Source: an optimization exercise on an open RTL-to-GDS flow (aim: small area). Production flows keep margins and buffers that such runs may drop. Function not checked in this run: the RTL went through the layout flow alone. Power figures rest on the tool's default switching activity, not on a simulated workload.

## design/flow/run.sh

```bash
#!/bin/bash
# synth_recipe.tcl (not shown) runs the flow's synth.tcl, then flattens the netlist and writes it again
# the make line also repeats each setting of config.mk as NAME=value (left out here)
make -C /OpenROAD-flow-scripts/flow DESIGN_CONFIG=/design/flow/config.mk WORK_HOME=/design/flow/orfs CLKGATE_MAP_FILE= SYNTH_SCRIPT=/design/flow/synth_recipe.tcl finish
```

## design/flow/constraint.sdc

```tcl
create_clock -name core_clock -period 10.0 [get_ports {clk}]
set_input_delay 2.0000 -clock core_clock [delete_from_list [all_inputs] [get_ports {clk}]]
set_output_delay 2.0000 -clock core_clock [all_outputs]
set_load 0.01 [all_outputs]
```

## design/flow/design.v

```verilog
module frequency_divider(clk_1KHz,rst,en_100Hz);
	input clk_1KHz,rst;
	output en_100Hz;
	reg clk_100Hz;
	reg [31:0]cnt_100Hz;
	parameter N_100=50000000;parameter N_1000=50000000;
	assign en_100Hz = !(cnt_100Hz < N_100/100/2/(N_1000/1000)-1) && !clk_100Hz;
	always @ (posedge clk_1KHz)
		begin
			if (!rst) 
				begin
				clk_100Hz<=1'b0;
				cnt_100Hz<=1'b0;
				end
			else
			begin
					if (cnt_100Hz < N_100/100/2/(N_1000/1000)-1) cnt_100Hz<=cnt_100Hz+1'b1;
					else
						begin	
							cnt_100Hz<=1'b0;
							clk_100Hz<=~clk_100Hz;
						end
			end
		end
endmodule
module keyboard_shake(clk,rst_n,en,F_IN,F_OUT);
input clk,rst_n,en,F_IN;
output reg F_OUT;
parameter S0=0,S1=1,S2=2,S3=3;
reg [1:0]state;
always @ (state)
begin
	if (state==S3) F_OUT=1'b0;
	else F_OUT=1'b1;
end
always @ (posedge clk)
begin
	if (!rst_n) state<=S0;
	else if (en)
	begin
	if (F_IN == 1'b0)
		begin
		case (state)
			S0:state<=S1;
			S1:state<=S2;
			S2:state<=S3;
			S3:state<=S3;
			default:state<=S0;
		endcase
		end
	else
		begin
		case (state)
			S0:state<=S0;
			S1:state<=S0;
			S2:state<=S0;
			S3:state<=S0;
			default:state<=S0;
		endcase
		end
	end
end
endmodule
module floor(Fin_1up,Fin_2up,Fin_3up,Fin_2dn,Fin_3dn,Fin_4dn,
Fin_1,Fin_2,Fin_3,Fin_4,clk_1KHz,rst_n,c_floor,drc,Fout_1up,Fout_2up,Fout_3up,Fout_2dn,Fout_3dn,Fout_4dn,
Fout_1,Fout_2,Fout_3,Fout_4,arrival,door,lock,err,full);
input lock,err,full;
input Fin_1up,Fin_2up,Fin_3up;
input Fin_2dn,Fin_3dn,Fin_4dn;
input Fin_1,Fin_2,Fin_3,Fin_4;
input clk_1KHz,rst_n;
input [1:0]c_floor,drc;
output reg Fout_1up,Fout_2up,Fout_3up,Fout_2dn,Fout_3dn,Fout_4dn,Fout_1,Fout_2,Fout_3,Fout_4;
output reg arrival,door;
reg [15:0]cnt_0;
reg [31:0]cnt_1;
reg [31:0]cnt_2;
reg [31:0]cnt_3;
reg [31:0]cnt_4;
reg [15:0]c0; 
always @ (posedge clk_1KHz)
begin
c0=cnt_0;
if (!rst_n)
	begin
	Fout_1up<=1;Fout_2up<=1;Fout_3up<=1;Fout_2dn<=1;Fout_3dn<=1;Fout_4dn<=1;Fout_1<=1;Fout_2<=1;Fout_3<=1;Fout_4<=1;
	arrival<=1;door<=1;
	cnt_0<=0;cnt_1<=0;cnt_2<=0;cnt_3<=0;cnt_4<=0;
	end
else if (err) 
	begin
	Fout_1up<=1;Fout_2up<=1;Fout_3up<=1;Fout_2dn<=1;Fout_3dn<=1;Fout_4dn<=1;Fout_1<=0;Fout_2<=1;Fout_3<=1;Fout_4<=1;
	if (c_floor==2'b00) door<=0;else begin arrival<=1; door<=1;end
	end
else if (full) 
	begin
	if (lock) 
		case (c_floor)
		2'b00:begin if (Fout_1==1'b0) begin arrival<=0;Fout_1<=1'b1;end end
		2'b01:begin if (Fout_2==1'b0) begin arrival<=0;Fout_2<=1'b1;end end
		2'b10:begin if (Fout_3==1'b0) begin arrival<=0;Fout_3<=1'b1;end end
		2'b11:begin if (Fout_4==1'b0) begin arrival<=0;Fout_4<=1'b1;end end
		endcase
	if (Fin_1up==0) Fout_1up<=0; 
	if (Fin_2up==0) Fout_2up<=0;
	if (Fin_3up==0) Fout_3up<=0;
	if (Fin_2dn==0) Fout_2dn<=0;
	if (Fin_3dn==0) Fout_3dn<=0;
	if (Fin_4dn==0) Fout_4dn<=0;
	if (Fin_1==0) begin cnt_1<=cnt_1+1'b1; if (cnt_1<=1000) Fout_1<=0;else Fout_1<=1;end else cnt_1<=0; 
	if (Fin_2==0) begin cnt_2<=cnt_2+1'b1; if (cnt_2<=1000) Fout_2<=0;else Fout_2<=1;end else cnt_2<=0;
	if (Fin_3==0) begin cnt_3<=cnt_3+1'b1; if (cnt_3<=1000) Fout_3<=0;else Fout_3<=1;end else cnt_3<=0;
	if (Fin_4==0) begin cnt_4<=cnt_4+1'b1; if (cnt_4<=1000) Fout_4<=0;else Fout_4<=1;end else cnt_4<=0;
		if (arrival==0) 
		begin
		if ((c0<=6000))
		begin
		case (c_floor) 
		2'b00:begin if (Fout_1==1'b0) begin begin if (c0>1000)c0=1000;end Fout_1<=1'b1;end end
		2'b01:begin if (Fout_2==1'b0) begin begin if (c0>1000)c0=1000;end Fout_2<=1'b1;end end
		2'b10:begin if (Fout_3==1'b0) begin begin if (c0>1000)c0=1000;end Fout_3<=1'b1;end end
		2'b11:begin if (Fout_4==1'b0) begin begin if (c0>1000)c0=1000;end Fout_4<=1'b1;end end
		endcase
			if (c0<=1000)
				cnt_0<=c0+1'b1;
			else begin 
				door<=0;
				cnt_0<=c0+1'b1;
				end
		end
		else 
		begin
			door<=1; 
			arrival<=1;
			cnt_0<=0;
		end
		end
	end
else if (lock||(drc==2'b00||arrival==0)) 
	begin
	if (arrival==1) 
	begin
	case ({c_floor,drc}) 
		4'b0000:begin if ((Fout_1up==1'b0)||(Fout_1==1'b0))begin arrival<=0;Fout_1up<=1'b1;Fout_1<=1'b1;end end
		4'b0001:begin if ((Fout_1up==1'b0)||(Fout_1==1'b0))begin arrival<=0;Fout_1up<=1'b1;Fout_1<=1'b1;end end
		4'b0010:begin if ((Fout_1up==1'b0)||(Fout_1==1'b0))begin arrival<=0;Fout_1up<=1'b1;Fout_1<=1'b1;end end
		4'b0100:begin if ((Fout_2up==1'b0)||(Fout_2dn==1'b0)||(Fout_2==1'b0))
			begin arrival<=0;Fout_2up<=1'b1;Fout_2dn<=1'b1;Fout_2<=1'b1;end end
		4'b0101:begin if ((Fout_2up==1'b0)||(Fout_2==1'b0))begin arrival<=0;Fout_2up<=1'b1;Fout_2<=1'b1;end end
		4'b0110:begin if ((Fout_2dn==1'b0)||(Fout_2==1'b0))begin arrival<=0;Fout_2dn<=1'b1;Fout_2<=1'b1;end end
		4'b1000:begin if ((Fout_3up==1'b0)||(Fout_3dn==1'b0)||(Fout_3==1'b0))
			begin arrival<=0;Fout_3up<=1'b1;Fout_3dn<=1'b1;Fout_3<=1'b1;end end
		4'b1001:begin if ((Fout_3up==1'b0)||(Fout_3==1'b0))begin arrival<=0;Fout_3up<=1'b1;Fout_3<=1'b1;end end
		4'b1010:begin if ((Fout_3dn==1'b0)||(Fout_3==1'b0))begin arrival<=0;Fout_3dn<=1'b1;Fout_3<=1'b1;end end
		4'b1100:begin if ((Fout_4dn==1'b0)||(Fout_4==1'b0))begin arrival<=0;Fout_4dn<=1'b1;Fout_4<=1'b1;end end
		4'b1101:begin if ((Fout_4dn==1'b0)||(Fout_4==1'b0))begin arrival<=0;Fout_4dn<=1'b1;Fout_4<=1'b1;end end
		4'b1110:begin if ((Fout_4dn==1'b0)||(Fout_4==1'b0))begin arrival<=0;Fout_4dn<=1'b1;Fout_4<=1'b1;end end
		default:arrival<=1;
	endcase
	if (Fin_1up==0) Fout_1up<=0; 
	if (Fin_2up==0) Fout_2up<=0;
	if (Fin_3up==0) Fout_3up<=0;
	if (Fin_2dn==0) Fout_2dn<=0;
	if (Fin_3dn==0) Fout_3dn<=0;
	if (Fin_4dn==0) Fout_4dn<=0;
	if (Fin_1==0) begin cnt_1<=cnt_1+1'b1; if (cnt_1<=1000) Fout_1<=0;else Fout_1<=1;end else cnt_1<=0;
	if (Fin_2==0) begin cnt_2<=cnt_2+1'b1; if (cnt_2<=1000) Fout_2<=0;else Fout_2<=1;end else cnt_2<=0;
	if (Fin_3==0) begin cnt_3<=cnt_3+1'b1; if (cnt_3<=1000) Fout_3<=0;else Fout_3<=1;end else cnt_3<=0;
	if (Fin_4==0) begin cnt_4<=cnt_4+1'b1; if (cnt_4<=1000) Fout_4<=0;else Fout_4<=1;end else cnt_4<=0;
	end
	else begin 
	if (Fin_1up==0) Fout_1up<=0; 
	if (Fin_2up==0) Fout_2up<=0;
	if (Fin_3up==0) Fout_3up<=0;
	if (Fin_2dn==0) Fout_2dn<=0;
	if (Fin_3dn==0) Fout_3dn<=0;
	if (Fin_4dn==0) Fout_4dn<=0;
	if (Fin_1==0) begin cnt_1<=cnt_1+1'b1; if (cnt_1<=1000) Fout_1<=0;else Fout_1<=1;end else cnt_1<=0;
	if (Fin_2==0) begin cnt_2<=cnt_2+1'b1; if (cnt_2<=1000) Fout_2<=0;else Fout_2<=1;end else cnt_2<=0;
	if (Fin_3==0) begin cnt_3<=cnt_3+1'b1; if (cnt_3<=1000) Fout_3<=0;else Fout_3<=1;end else cnt_3<=0;
	if (Fin_4==0) begin cnt_4<=cnt_4+1'b1; if (cnt_4<=1000) Fout_4<=0;else Fout_4<=1;end else cnt_4<=0;
		if (c0<=6000)
		begin
			case ({c_floor,drc}) 
		4'b0000:begin if ((Fout_1up==1'b0)||(Fout_1==1'b0))begin Fout_1up<=1'b1;Fout_1<=1'b1;begin if (c0>1000)c0=1000;end end end
		4'b0001:begin if ((Fout_1up==1'b0)||(Fout_1==1'b0))begin Fout_1up<=1'b1;Fout_1<=1'b1;begin if (c0>1000)c0=1000;end end end
		4'b0010:begin if ((Fout_1up==1'b0)||(Fout_1==1'b0))begin Fout_1up<=1'b1;Fout_1<=1'b1;begin if (c0>1000)c0=1000;end end end
		4'b0100:begin if ((Fout_2up==1'b0)||(Fout_2dn==1'b0)||(Fout_2==1'b0))
			begin Fout_2up<=1'b1;Fout_2dn<=1'b1;Fout_2<=1'b1;begin if (c0>1000)c0=1000;end end end
		4'b0101:begin if ((Fout_2up==1'b0)||(Fout_2==1'b0))begin Fout_2up<=1'b1;Fout_2<=1'b1;begin if (c0>1000)c0=1000;end end end
		4'b0110:begin if ((Fout_2dn==1'b0)||(Fout_2==1'b0))begin Fout_2dn<=1'b1;Fout_2<=1'b1;begin if (c0>1000)c0=1000;end end end
		4'b1000:begin if ((Fout_3up==1'b0)||(Fout_3dn==1'b0)||(Fout_3==1'b0))
			begin Fout_3up<=1'b1;Fout_3dn<=1'b1;Fout_3<=1'b1;begin if (c0>1000)c0=1000;end end end
		4'b1001:begin if ((Fout_3up==1'b0)||(Fout_3==1'b0))begin Fout_3up<=1'b1;Fout_3<=1'b1;begin if (c0>1000)c0=1000;end end end
		4'b1010:begin if ((Fout_3dn==1'b0)||(Fout_3==1'b0))begin Fout_3dn<=1'b1;Fout_3<=1'b1;begin if (c0>1000)c0=1000;end end end
		4'b1100:begin if ((Fout_4dn==1'b0)||(Fout_4==1'b0))begin Fout_4dn<=1'b1;Fout_4<=1'b1;begin if (c0>1000)c0=1000;end end end
		4'b1101:begin if ((Fout_4dn==1'b0)||(Fout_4==1'b0))begin Fout_4dn<=1'b1;Fout_4<=1'b1;begin if (c0>1000)c0=1000;end end end
		4'b1110:begin if ((Fout_4dn==1'b0)||(Fout_4==1'b0))begin Fout_4dn<=1'b1;Fout_4<=1'b1;begin if (c0>1000)c0=1000;end end end
		default:arrival<=1;
		endcase
			if (c0<=1000)
				cnt_0<=c0+1'b1;
			else begin 
				door<=0;
				cnt_0<=c0+1'b1;
				end
		end
		else begin 
			door<=1;
			arrival<=1;
			cnt_0<=0;
		end
		end
	end
else 
	begin
	if (Fin_1up==0) Fout_1up<=0;
	if (Fin_2up==0) Fout_2up<=0;
	if (Fin_3up==0) Fout_3up<=0;
	if (Fin_2dn==0) Fout_2dn<=0;
	if (Fin_3dn==0) Fout_3dn<=0;
	if (Fin_4dn==0) Fout_4dn<=0;
	if (Fin_1==0) begin cnt_1<=cnt_1+1'b1; if (cnt_1<=1000) Fout_1<=0;else Fout_1<=1;end else cnt_1<=0;
	if (Fin_2==0) begin cnt_2<=cnt_2+1'b1; if (cnt_2<=1000) Fout_2<=0;else Fout_2<=1;end else cnt_2<=0;
	if (Fin_3==0) begin cnt_3<=cnt_3+1'b1; if (cnt_3<=1000) Fout_3<=0;else Fout_3<=1;end else cnt_3<=0;
	if (Fin_4==0) begin cnt_4<=cnt_4+1'b1; if (cnt_4<=1000) Fout_4<=0;else Fout_4<=1;end else cnt_4<=0;
	end
end
endmodule
module state(Fin_1up,Fin_2up,Fin_3up,Fin_2dn,Fin_3dn,Fin_4dn,Fin_1,Fin_2,Fin_3,Fin_4,clk_1KHz,rst_n,c_floor,drc,t_floor,full,arrival);
input full,arrival;
input Fin_1up,Fin_2up,Fin_3up;
input Fin_2dn,Fin_3dn,Fin_4dn;
input Fin_1,Fin_2,Fin_3,Fin_4;
input [1:0]c_floor;
input clk_1KHz,rst_n;
output reg [1:0]drc; 
output reg [1:0]t_floor; 
always @ (posedge clk_1KHz)
begin
if (!rst_n) begin drc<=2'b00; t_floor<=2'b00; end
else if (full) 
	begin
		if (drc==2'b00) 
		case (c_floor)
		2'b00:
			begin
				if (Fin_1==0) drc<=2'b00;
				if (Fin_2==0) drc<=2'b01;
				if (Fin_3==0) drc<=2'b01;
				if (Fin_4==0) drc<=2'b01;
			end
		2'b01:
			begin
				if (Fin_1==0) drc<=2'b10;
				if (Fin_2==0) drc<=2'b00;
				if (Fin_3==0) drc<=2'b01;
				if (Fin_4==0) drc<=2'b01;
			end
		2'b10:
			begin
				if (Fin_1==0) drc<=2'b10;
				if (Fin_2==0) drc<=2'b10;
				if (Fin_3==0) drc<=2'b00;
				if (Fin_4==0) drc<=2'b01;
			end
		2'b11:
			begin
				if (Fin_1==0) drc<=2'b10;
				if (Fin_2==0) drc<=2'b10;
				if (Fin_3==0) drc<=2'b10;
				if (Fin_4==0) drc<=2'b00;
			end
		default:drc<=2'b00;
		endcase
		else if (drc==2'b01) 
			case (c_floor)
			2'b00:begin  
						if (Fin_2==0) t_floor<=2'b01; 
						else if (Fin_3==0) t_floor<=2'b10; 
						else if (Fin_4==0) t_floor<=2'b11; 
						else begin t_floor<=2'b00; drc<=2'b00;end 
					end
			2'b01:begin  
						if (Fin_3==0) t_floor<=2'b10;
						else if (Fin_4==0) t_floor<=2'b11;
						else begin t_floor<=2'b01; drc<=2'b00;end
					end	
			2'b10:begin  
						if (Fin_4==0) t_floor<=2'b11;
						else begin t_floor<=2'b10; drc<=2'b00;end
					end	
			2'b11:begin  
						begin t_floor<=2'b11; drc<=2'b00;end
					end	
			default:;
			endcase
		else if (drc==2'b10) 
			case (c_floor)
			2'b11:begin 
						if (Fin_3==0) t_floor<=2'b10;
						else if (Fin_2==0) t_floor<=2'b01;
						else if (Fin_1==0) t_floor<=2'b00;
						else begin t_floor<=2'b11; drc<=2'b00;end
					end
			2'b10:begin 
						if (Fin_2==0) t_floor<=2'b01;
						else if (Fin_1==0) t_floor<=2'b00;
						else begin t_floor<=2'b10; drc<=2'b00;end
					end	
			2'b01:begin 
						if (Fin_1==0) t_floor<=2'b00;
						else begin t_floor<=2'b01; drc<=2'b00;end
					end	
			2'b00:begin 
						begin t_floor<=2'b00; drc<=2'b00;end
					end	
			default:;
			endcase
		else drc<=2'b00;
	end
else 
	begin
		if (drc==2'b00) 
		case (c_floor)
		2'b00: 
			begin
				if (Fin_1up==0) drc<=2'b01;
				if (Fin_2up==0) drc<=2'b01;
				if (Fin_3up==0) drc<=2'b01;
				if (Fin_2dn==0) drc<=2'b01;
				if (Fin_3dn==0) drc<=2'b01;
				if (Fin_4dn==0) drc<=2'b01;
				if (Fin_1==0) drc<=2'b00;
				if (Fin_2==0) drc<=2'b01;
				if (Fin_3==0) drc<=2'b01;
				if (Fin_4==0) drc<=2'b01;
			end
		2'b01: 
			begin
			if (Fin_1up==0) drc<=2'b10;	 
				if (Fin_2up==0) drc<=2'b01; 
				if (Fin_3up==0) drc<=2'b01; 
				if (Fin_2dn==0) drc<=2'b10; 
				if (Fin_3dn==0) drc<=2'b01; 
				if (Fin_4dn==0) drc<=2'b01; 
				if (Fin_1==0) drc<=2'b10;	 
				if (Fin_2==0) drc<=2'b00;	 
				if (Fin_3==0) drc<=2'b01;	 
				if (Fin_4==0) drc<=2'b01;	 
			end
		2'b10: 
			begin
				if (Fin_1up==0) drc<=2'b10;
				if (Fin_2up==0) drc<=2'b10;
				if (Fin_3up==0) drc<=2'b01;
				if (Fin_2dn==0) drc<=2'b10;
				if (Fin_3dn==0) drc<=2'b10;
				if (Fin_4dn==0) drc<=2'b01;
				if (Fin_1==0) drc<=2'b10;
				if (Fin_2==0) drc<=2'b10;
				if (Fin_3==0) drc<=2'b00;
				if (Fin_4==0) drc<=2'b01;
			end
		2'b11: 
			begin
				if (Fin_1up==0) drc<=2'b10;
				if (Fin_2up==0) drc<=2'b10;
				if (Fin_3up==0) drc<=2'b10;
				if (Fin_2dn==0) drc<=2'b10;
				if (Fin_3dn==0) drc<=2'b10;
				if (Fin_4dn==0) drc<=2'b10;
				if (Fin_1==0) drc<=2'b10;
				if (Fin_2==0) drc<=2'b10;
				if (Fin_3==0) drc<=2'b10;
				if (Fin_4==0) drc<=2'b00;
			end
		default:drc<=2'b00;
		endcase
		else if (drc==2'b01) 
			case (c_floor)
			2'b00:begin 
						if ((Fin_2==0)|(Fin_2dn==0)|(Fin_2up==0)) t_floor<=2'b01;
						else if ((Fin_3==0)|(Fin_3dn==0)|(Fin_3up==0)) t_floor<=2'b10;
						else if ((Fin_4==0)|(Fin_4dn==0)) t_floor<=2'b11;
						else begin if (arrival==1)begin t_floor<=2'b00; drc<=2'b00;end else t_floor<=2'b00; end
					end
			2'b01:begin 
						if ((Fin_3==0)|(Fin_3dn==0)|(Fin_3up==0)) t_floor<=2'b10;
						else if ((Fin_4==0)|(Fin_4dn==0)) t_floor<=2'b11;
						else begin if (arrival==1)begin t_floor<=2'b01; drc<=2'b00;end else t_floor<=2'b01; end
					end	
			2'b10:begin 
						if ((Fin_4==0)|(Fin_4dn==0)) t_floor<=2'b11;
						else begin if (arrival)begin t_floor<=2'b10; drc<=2'b00;end else t_floor<=2'b10; end
					end	
			2'b11:begin 
						begin if (arrival)begin t_floor<=2'b11; drc<=2'b00;end else t_floor<=2'b11;end
					end	
			default:;
			endcase
		else if (drc==2'b10) 
			case (c_floor)
			2'b11:begin 
						if ((Fin_3==0)|(Fin_3dn==0)|(Fin_3up==0)) t_floor<=2'b10;
						else if ((Fin_2==0)|(Fin_2dn==0)|(Fin_2up==0)) t_floor<=2'b01;
						else if ((Fin_1==0)|(Fin_1up==0)) t_floor<=2'b00;
						else begin if (arrival)begin t_floor<=2'b11; drc<=2'b00;end else t_floor<=2'b11;end
					end
			2'b10:begin 
						if ((Fin_2==0)|(Fin_2dn==0)|(Fin_2up==0)) t_floor<=2'b01;
						else if ((Fin_1==0)|(Fin_1up==0)) t_floor<=2'b00;
						else begin if (arrival)begin t_floor<=2'b10; drc<=2'b00;end else t_floor<=2'b10; end
					end	
			2'b01:begin 
						if ((Fin_1==0)|(Fin_1up==0)) t_floor<=2'b00;
						else begin if (arrival)begin t_floor<=2'b01; drc<=2'b00;end else t_floor<=2'b01; end
					end	
			2'b00:begin 
						begin if (arrival)begin t_floor<=2'b00; drc<=2'b00;end else t_floor<=2'b00; end
					end	
			default:;
			endcase
		else drc<=2'b00;
	end
end	
endmodule
module motor_12(t_floor,clk_1KHz,rst_n,arrival,c_floor,lock);
input [1:0]t_floor;
output reg [1:0]c_floor;
output reg lock;
reg [1:0]c_floor_delay;
input clk_1KHz,rst_n,arrival;
reg [15:0]cnt_3;
reg clk_3Hz;
wire step;
assign step = (arrival==1) && (c_floor!=t_floor) && !(cnt_3<3000) && !clk_3Hz;
always @ (posedge clk_1KHz)
begin
if (!rst_n) begin cnt_3<=0; clk_3Hz<=0; end
else if (arrival==1)
	begin
	if (c_floor==t_floor) cnt_3<=0;
	else
		begin 
			if (cnt_3<3000)
				begin
				cnt_3<=cnt_3+1'b1;
				clk_3Hz<=0;
				end
			else
				begin
				cnt_3<=0;
				clk_3Hz<=1;
				end
		end
	end
	else cnt_3<=0;
end
always @ (posedge clk_1KHz)
	begin
	if (!rst_n) c_floor<=2'b00;
	else if (step)
	begin
	if (c_floor<t_floor)c_floor<=c_floor+1'b1;
	else if (c_floor>t_floor)c_floor<=c_floor-1'b1;
	else c_floor<=c_floor;
	end
	end
always @ (posedge clk_1KHz)
begin
	if (!rst_n) begin lock<=0; c_floor_delay<=2'b00; end
	else begin
	lock <= (c_floor[1]^c_floor_delay[1])|(c_floor[0]^c_floor_delay[0]);
	c_floor_delay <= c_floor;
	end
end
endmodule
module dot_matrix_ev(Fin_1up,Fin_2up,Fin_3up,Fin_2dn,Fin_3dn,Fin_4dn,Fin_1,Fin_2,Fin_3,Fin_4,drc,clk,rst_n,row,col,door,c_floor,err);
input door,err;
input Fin_1up,Fin_2up,Fin_3up;
input Fin_2dn,Fin_3dn,Fin_4dn;
input Fin_1,Fin_2,Fin_3,Fin_4;
input [1:0]drc,c_floor;
input clk,rst_n;
output reg [15:0] row; 
output reg [3:0] col; 
reg clk2;
reg [1:0]cnt_d;
integer j,k;
(* mem2reg *) reg [15:0]    r[0:15];
reg [7:0]    R[0:99];
wire en2;
always @* 
   begin
      for (k=0;k<100;k=k+1) R[k]=8'b0000_0000;
      R[0]=8'b0001_0000;R[1]=8'b0010_0000;R[2]=8'b0100_0000;
		R[3]=8'b1111_1111;R[4]=8'b0100_0000;R[5]=8'b0010_0000;
		R[6]=8'b0001_0000;R[7]=8'b0000_0000; 
		R[8]=8'b0000_1000;R[9]=8'b0000_0100;R[10]=8'b0000_0010;
		R[11]=8'b1111_1111;R[12]=8'b0000_0010;R[13]=8'b0000_0100;
		R[14]=8'b0000_1000;R[15]=8'b0000_0000; 
		R[16]=8'b0001_1000; 
		R[17]=8'b0000_0000;R[18]=8'b0010_0010;R[19]=8'b0111_1110;
		R[20]=8'b0000_0010;R[21]=8'b0000_0000;R[22]=8'b0000_0000;
		R[23]=8'b0000_0000;R[24]=8'b0000_0000; 
		R[25]=8'b0000_0000;R[26]=8'b0010_0010;R[27]=8'b0100_0110;
		R[28]=8'b0100_1010;R[29]=8'b0101_0010;R[30]=8'b0010_0010;
		R[31]=8'b0000_0000;R[32]=8'b0000_0000; 
		R[33]=8'b0000_0000;R[34]=8'b0010_0010;R[35]=8'b0100_0001;
		R[36]=8'b0100_1001;R[37]=8'b0100_1001;R[38]=8'b0011_0110;
		R[39]=8'b0000_0000;R[40]=8'b0000_0000; 
		R[41]=8'b0000_0100;R[42]=8'b0000_1100;R[43]=8'b0001_0100;
		R[44]=8'b0010_0100;R[45]=8'b0111_1111;R[46]=8'b0000_0100;
		R[47]=8'b0000_0000;R[48]=8'b0000_0000; 
		R[49]=8'b0100_0010;R[50]=8'b0010_0100;R[51]=8'b0001_1000;
		R[52]=8'b0001_1000;R[53]=8'b0010_0100;R[54]=8'b0100_0010;
		R[55]=8'b1000_0001;R[56]=8'b0000_0000; 
		R[99]=8'b0000_0000; 
	end
localparam [15:0] R97=16'b1000_0000_0000_0001; 
localparam [15:0] R98=16'b1111_1111_1111_1111; 
assign en2 = (j==100/2-1) && !clk2; 
always @(posedge clk) 
begin
	if (!rst_n) begin r[15]<=16'b0; cnt_d<=2'b00; end
	else if (en2)
	begin
	r[15]<={!Fin_4dn,!Fin_3up,!Fin_3dn,!Fin_2up,!Fin_2dn,!Fin_1up,4'b0000,!Fin_4,!Fin_3,!Fin_2,!Fin_1}; 
	if (door==0) 
		case (cnt_d)
		2'b00:cnt_d<=2'b01;
		2'b01:cnt_d<=2'b10;
		2'b10:cnt_d<=2'b11;
		2'b11:cnt_d<=2'b11;
		default:cnt_d<=2'b11;
		endcase
	else 
		case (cnt_d) 
		2'b00:cnt_d<=2'b00;
		2'b01:cnt_d<=2'b00;
		2'b10:cnt_d<=2'b01;
		2'b11:cnt_d<=2'b10;
		default:cnt_d<=2'b00;
		endcase
	end
end
always @(posedge clk) 
begin
	if (!rst_n)
	begin
	r[0]<=16'b0;r[1]<=16'b0;r[2]<=16'b0;r[3]<=16'b0;r[4]<=16'b0;r[5]<=16'b0;r[6]<=16'b0;
	r[7]<=16'b0;r[8]<=16'b0;r[9]<=16'b0;r[10]<=16'b0;r[11]<=16'b0;r[12]<=16'b0;r[13]<=16'b0;r[14]<=16'b0;
	end
	else
	begin
	begin
	if (err) 
	begin r[0][7:0]<=R[49];r[1][7:0]<=R[50];r[2][7:0]<=R[51];r[3][7:0]<=R[52];r[4][7:0]<=R[53];r[5][7:0]<=R[54];r[6][7:0]<=R[55];end
	else
	case (drc) 
	2'b00:begin r[0][7:0]<=R[16];r[1][7:0]<=R[16];r[2][7:0]<=R[16];r[3][7:0]<=R[16];r[4][7:0]<=R[16];r[5][7:0]<=R[16];r[6][7:0]<=R[99];end
	2'b01:begin r[0][7:0]<=R[0];r[1][7:0]<=R[1];r[2][7:0]<=R[2];r[3][7:0]<=R[3];r[4][7:0]<=R[4];r[5][7:0]<=R[5];r[6][7:0]<=R[6];end
	2'b10:begin r[0][7:0]<=R[8];r[1][7:0]<=R[9];r[2][7:0]<=R[10];r[3][7:0]<=R[11];r[4][7:0]<=R[12];r[5][7:0]<=R[13];r[6][7:0]<=R[14];end
	default:;
	endcase
	end
	case (c_floor) 
	2'b00:begin r[0][15:8]<=R[17];r[1][15:8]<=R[18];r[2][15:8]<=R[19];r[3][15:8]<=R[20];r[4][15:8]<=R[21];r[5][15:8]<=R[22];r[6][15:8]<=R[23];end
	2'b01:begin r[0][15:8]<=R[25];r[1][15:8]<=R[26];r[2][15:8]<=R[27];r[3][15:8]<=R[28];r[4][15:8]<=R[29];r[5][15:8]<=R[30];r[6][15:8]<=R[31];end
	2'b10:begin r[0][15:8]<=R[33];r[1][15:8]<=R[34];r[2][15:8]<=R[35];r[3][15:8]<=R[36];r[4][15:8]<=R[37];r[5][15:8]<=R[38];r[6][15:8]<=R[39];end
	2'b11:begin r[0][15:8]<=R[41];r[1][15:8]<=R[42];r[2][15:8]<=R[43];r[3][15:8]<=R[44];r[4][15:8]<=R[45];r[5][15:8]<=R[46];r[6][15:8]<=R[47];end
	default:;
	endcase
	case (cnt_d) 
	2'b00:begin r[7]<=R98; r[8]<=R98; r[9]<=R98; r[10]<=R98; r[11]<=R98; r[12]<=R98; r[13]<=R98; r[14]<=R98;end
	2'b01:begin r[7]<=R98; r[8]<=R98; r[9]<=R98; r[10]<=R97; r[11]<=R97; r[12]<=R98; r[13]<=R98; r[14]<=R98;end
	2'b10:begin r[7]<=R98; r[8]<=R98; r[9]<=R97; r[10]<=R97; r[11]<=R97; r[12]<=R97; r[13]<=R98; r[14]<=R98;end
	2'b11:begin r[7]<=R98; r[8]<=R97; r[9]<=R97; r[10]<=R97; r[11]<=R97; r[12]<=R97; r[13]<=R97; r[14]<=R98;end
	default:;
	endcase
	end
end
always @(posedge clk) 
	begin
	if (!rst_n) begin col<=4'b1111; row<=16'b0; end
	else
	begin
	col<=col+1'b1;
	row<=r[col];
	end
	end
always @(posedge clk) 
begin
	if (!rst_n) begin j<=0; clk2<=1'b0; end
        else if (j==100/2-1)  
           begin
             j<=0; clk2<=~clk2;
           end
        else  j<=j+1;
end
endmodule
module elevator(
  input  clk,
  input  rst_n,
  input  Fin_1up, Fin_2up, Fin_3up,
  input  Fin_2dn, Fin_3dn, Fin_4dn,
  input  Fin_1, Fin_2, Fin_3, Fin_4,
  input  full,
  input  err,
  output [15:0] row,
  output [3:0]  col,
  output [1:0]  c_floor,
  output [1:0]  drc,
  output        door,
  output [9:0]  req_n
);
  wire en_100Hz;
  wire [9:0] key_n;
  wire [1:0] t_floor;
  wire lock, arrival;
  wire Fout_1up, Fout_2up, Fout_3up, Fout_2dn, Fout_3dn, Fout_4dn, Fout_1, Fout_2, Fout_3, Fout_4;
  frequency_divider inst13(.clk_1KHz(clk), .rst(rst_n), .en_100Hz(en_100Hz));
  keyboard_shake sh0(.clk(clk), .rst_n(rst_n), .en(en_100Hz), .F_IN(Fin_1up), .F_OUT(key_n[0]));
  keyboard_shake sh1(.clk(clk), .rst_n(rst_n), .en(en_100Hz), .F_IN(Fin_2up), .F_OUT(key_n[1]));
  keyboard_shake sh2(.clk(clk), .rst_n(rst_n), .en(en_100Hz), .F_IN(Fin_3up), .F_OUT(key_n[2]));
  keyboard_shake sh3(.clk(clk), .rst_n(rst_n), .en(en_100Hz), .F_IN(Fin_2dn), .F_OUT(key_n[3]));
  keyboard_shake sh4(.clk(clk), .rst_n(rst_n), .en(en_100Hz), .F_IN(Fin_3dn), .F_OUT(key_n[4]));
  keyboard_shake sh5(.clk(clk), .rst_n(rst_n), .en(en_100Hz), .F_IN(Fin_4dn), .F_OUT(key_n[5]));
  keyboard_shake sh6(.clk(clk), .rst_n(rst_n), .en(en_100Hz), .F_IN(Fin_1),   .F_OUT(key_n[6]));
  keyboard_shake sh7(.clk(clk), .rst_n(rst_n), .en(en_100Hz), .F_IN(Fin_2),   .F_OUT(key_n[7]));
  keyboard_shake sh8(.clk(clk), .rst_n(rst_n), .en(en_100Hz), .F_IN(Fin_3),   .F_OUT(key_n[8]));
  keyboard_shake sh9(.clk(clk), .rst_n(rst_n), .en(en_100Hz), .F_IN(Fin_4),   .F_OUT(key_n[9]));
  floor inst(.Fin_1up(key_n[0]), .Fin_2up(key_n[1]), .Fin_3up(key_n[2]),
             .Fin_2dn(key_n[3]), .Fin_3dn(key_n[4]), .Fin_4dn(key_n[5]),
             .Fin_1(key_n[6]), .Fin_2(key_n[7]), .Fin_3(key_n[8]), .Fin_4(key_n[9]),
             .clk_1KHz(clk), .rst_n(rst_n), .c_floor(c_floor), .drc(drc),
             .Fout_1up(Fout_1up), .Fout_2up(Fout_2up), .Fout_3up(Fout_3up),
             .Fout_2dn(Fout_2dn), .Fout_3dn(Fout_3dn), .Fout_4dn(Fout_4dn),
             .Fout_1(Fout_1), .Fout_2(Fout_2), .Fout_3(Fout_3), .Fout_4(Fout_4),
             .arrival(arrival), .door(door), .lock(lock), .err(err), .full(full));
  state inst2(.Fin_1up(Fout_1up), .Fin_2up(Fout_2up), .Fin_3up(Fout_3up),
              .Fin_2dn(Fout_2dn), .Fin_3dn(Fout_3dn), .Fin_4dn(Fout_4dn),
              .Fin_1(Fout_1), .Fin_2(Fout_2), .Fin_3(Fout_3), .Fin_4(Fout_4),
              .clk_1KHz(clk), .rst_n(rst_n), .c_floor(c_floor), .drc(drc), .t_floor(t_floor),
              .full(full), .arrival(arrival));
  motor_12 inst1(.t_floor(t_floor), .clk_1KHz(clk), .rst_n(rst_n), .arrival(arrival),
                 .c_floor(c_floor), .lock(lock));
  dot_matrix_ev inst4(.Fin_1up(Fout_1up), .Fin_2up(Fout_2up), .Fin_3up(Fout_3up),
                      .Fin_2dn(Fout_2dn), .Fin_3dn(Fout_3dn), .Fin_4dn(Fout_4dn),
                      .Fin_1(Fout_1), .Fin_2(Fout_2), .Fin_3(Fout_3), .Fin_4(Fout_4),
                      .drc(drc), .clk(clk), .rst_n(rst_n), .row(row), .col(col),
                      .door(door), .c_floor(c_floor), .err(err));
  assign req_n = {Fout_4, Fout_3, Fout_2, Fout_1, Fout_4dn, Fout_3dn, Fout_2dn, Fout_3up, Fout_2up, Fout_1up};
endmodule
```

## design/flow/config.mk

```make
export PLATFORM = sky130hd
export DESIGN_NAME = elevator
export DESIGN_NICKNAME = elevator
export VERILOG_FILES = /design/flow/design.v
export SDC_FILE = /design/flow/constraint.sdc
export NUM_CORES = 4
export LEC_CHECK = 0
export CAP_MARGIN = 20
export CORE_MARGIN = 2
export CORE_UTILIZATION = 40
export PLACE_DENSITY = 0.6
export SLEW_MARGIN = 20
```

==> flow_summary.ini <==
[run_status]
status = timing/DRC/antenna clean

[floorplan]
fp.coreArea_sq_um = 38700
rows = 72
die_w_um = 202
die_area_sq_um = 40900
initial_core_util_pct = 40.6
die_y_um = 202
boundaryPins = 49

[cells_and_area]
fin_cells = 2486
num-nets-final = 1988
fin_area_sq_um = 18000
drive_gt1_share_pct = 5.54
area_growth_pct = 14.2
n_antenna_cell = 0

[synthesis]
synth_top_area_share_pct = 41.6
synth.most_common_cell = dfxtp_1
synth.distinct_cells = 84
synth_area_leader_cell = dfxtp_1
synth-seq-cells = 327
synth.top_cells.by_count = 327 x dfxtp_1, 289 x nor2_1, 159 x nand2_1
synth_cells = 1914
ys_top_cells_by_area = dfxtp_1 42%, nor2_1 6.9%, xor2_1 5.3%, nand2_1 3.8%, a21oi_1 3.8%
synth_edf_count = 0
yosysSeqAreaShare_pct = 41.6
synth_area_sq_um = 15700
synthArstFlopShare_pct = 0
avgSynthCellArea_sq_um = 8.21
synth_ff_type = dfxtp_1
ys_warn_count = 7

[power]
p_comb_share_pct = 17.8
pwr-share-seq_pct = 40.9
p_int_mw = 2.48
p_sw_share_pct = 28.8
pwr-share-clk_pct = 41.3
p_sw_mw = 1.00
ir_drop_mv = 0.117
p_leak_nw = 6.46
power.density_nw_per_um2 = 194

[clock_tree]
postCtsSetupBuffers = 0
clockBufferDepth = 3
cts_resized = 0
clock_latency_ns = 0.54
cts_max_level = 2
ctsHoldBuffers = 0
cts_tree = done
clock_sinks = 327
cts-root-buf = clkbuf_16
clkTransAtPathRegs_ns = 0.07
cts_buffers = 37

[timing]
worst_slew_pin_slew_ns = 0.923
period_share_pct = 42.8
final_hold_viol_count = 0
fin_worst_skew_ns = 0.0204
rsz0062_at_grt = no
setup_tns_ns = 0
post-route-min-period_ns = 4.28
setup_viol = 0
slew-limit-headroom_pct = 38.4
max_freq_mhz = 234
worst_slack_ns = 5.72
whs_ns = 0.425
slew_viol_final = 0

[global_route]
overflow = 0
grt_pass1_vias = 12876
grt_max_degree = 70
antenna_found_initial = 0
grt_pass1_wl_mm = 64.8
grtUsageTotal_pct = 18.8

[worst_setup_path]
end_kind = flip-flop
critical_path.startpoint_type = flip-flop
cp.required_ns = 10.37
cp_data_arrival_time_ns = 4.65
critical_path_class = flip-flop to flip-flop
cp_max_fo = 21

[place]
dpl_cell_area_sq_um = 16600
place.gp.congestion = 0.920
portBuffers = 48
dp_hpwl_mm = 26.0
dpl_worst_slack_ns = 5.29
placed_cells = 2419

[run]
drv_cap = 0

[route]
avgRoutedWirePerCell_um = 15.5
drt_iter0_markers = 896
totalWireLength_mm = 38.5
avgViaCountPerCell = 5.44
route.detailed.drc = 0
drtPass1Iterations = 7
detail-route-antenna-nets = 0
vias = 13522

[min_path]
hold_class = flip-flop to flip-flop
==> cell type report <==
| class | instances | area, sq um |
|---|---|---|
| clock buffer | 51 | 1070 |
| tap | 518 | 648 |
| sequential | 327 | 6550 |
| fill | 3791 | 20800 |
| timing repair buffer | 64 | 596 |
| multi-input combinational | 1457 | 8650 |
| clock inverter | 16 | 241 |
| inverter | 53 | 199 |
==> stage by stage <==
stage	utilization, %	power, mW
2_1_floorplan	-	1.88
3_3_place_gp	42.9	2.05
3_5_place_dp	43.0	2.06
4_1_cts	46.3	3.51
5_1_grt	46.3	3.64
6_report	46.3	3.48
==> logic make-up after synthesis <==
logic type,after synthesis,synth area share (%)
XOR/XNOR,150,8.36
buffers and inverters,162,4.27
AO/OA/AOI/OAI,381,15.6
multiplexers,17,1.13
other,1,0.0239
flip-flops,327,41.6
AND/OR/NAND/NOR,842,26.2
adder cells (fa/ha/maj),34,2.71
==> power by group through the flow <==
| stage | Clock, mW | Combinational [mW] | Sequential (mW) |
|---|---|---|---|
| floorplan | 0 | 0.446 | 1.43 |
| global placement | 0 | 0.601 | 1.45 |
| detailed placement | 0 | 0.606 | 1.45 |
| CTS | 1.48 | 0.611 | 1.42 |
| global route | 1.54 | 0.676 | 1.43 |
| finish | 1.44 | 0.618 | 1.42 |
==> routing by layer <==
layer,up-vias,global-route usage [%],wire length (um)
met4,0,6.62,1030
li1,6778,-,-
met5,-,0,0
met1,6289,25.7,18100
met2,383,29.6,17100
met3,72,3.47,2290
==> final timing paths <==
| check | cells after the start | slack [ns] | startpoint | to |
|---|---|---|---|---|
| worst max-delay path | 14 | 5.72 | inst2.drc[0] | inst.cnt_0[2] |
| worst min-delay path | 1 | 0.42 | inst13.cnt_100Hz[0] | inst13.cnt_100Hz[0] |
| worst max register to register | 14 | 5.72 | inst2.drc[0] | inst.cnt_0[2] |
| worst min register to register | 1 | 0.42 | inst13.cnt_100Hz[0] | inst13.cnt_100Hz[0] |
==> cell usage in the layout (no fill, tap or decap), types with 8 or more instances in the layout <==
master / synthesis / routed
a21oi_1: 119 / 119
a31oi_1: 28 / 28
nor3_1: 35 / 35
mux2i_1: 11 / 11
nor4_1: 41 / 41
buf_4: 10 / 16
nand4_1: 44 / 44
o211ai_1: 11 / 11
and2_1: 22 / 22
inv_1: 52 / 52
a211oi_1: 15 / 15
clkbuf_16: 0 / 37
conb_1: 1 / 33
a221oi_1: 8 / 8
and4_1: 13 / 13
ha_1: 34 / 34
o21ai_0: 79 / 75
a22oi_1: 11 / 11
clkbuf_8: 0 / 9
dfxtp_1: 327 / 327
clkdlybuf4s50_1: 0 / 47
nand2_1: 159 / 159
nand3_1: 90 / 90
xor2_1: 96 / 96
nor2b_1: 34 / 34
nor2_1: 289 / 289
xnor2_1: 54 / 54
or3_1: 32 / 32
and3_1: 32 / 32
a21boi_0: 11 / 11
nand2b_1: 11 / 11
==> critical path: stages (launching register included) <==
cell,delay (ns)
dfxtp_1,0.42
inv_1,0.17
ha_1,0.70
or3_1,0.37
nand2_1,0.08
a2111oi_0,0.64
nand3_1,0.51
and2_1,0.34
ha_1,0.25
nor2_1,0.16
nor2_1,0.06
o211ai_1,0.16
a221oi_1,0.07
o21ai_0,0.11
a21oi_1,0.08
==> registers in the layout, summed over array words and instances (netlist names), 4 cells and up <==
register          cells
inst.cnt_4           32
inst.cnt_3           32
inst.cnt_2           32
inst4.j              32
inst.cnt_0           16
inst.cnt_1           32
inst4.row            16
inst4.r              37
inst4.col             4
inst13.cnt_100Hz     32
inst1.cnt_3          16

[separate check: timing with driven ports]
The results above use ideal ports. As a check the final layout listed here was re-extracted and re-timed, cells and wires unchanged. Step 1 assumes that a clkbuf_16 drives the clock port and a buf_2 every other input. Step 2, shift: input delay + t, output delay - t, t = (earliest + latest rising clock arrival at the registers) / 2. This alone moves slack from input paths to output paths. a / b / c = ideal / step 1 / step 2; a / b = the first two.
shift t [ns]: 0.583
setup WS [ns]: 5.718 / 5.718 / 5.280
worst setup path after step 2: input to register
clock arrival spread, ns: 0.021 / 0.021
pins driven straight from the clock port: 1
After both steps setup and hold are still met in this run. The setup slack of this run moves by 0.000 ns with the drivers and by -0.438 ns with both steps.
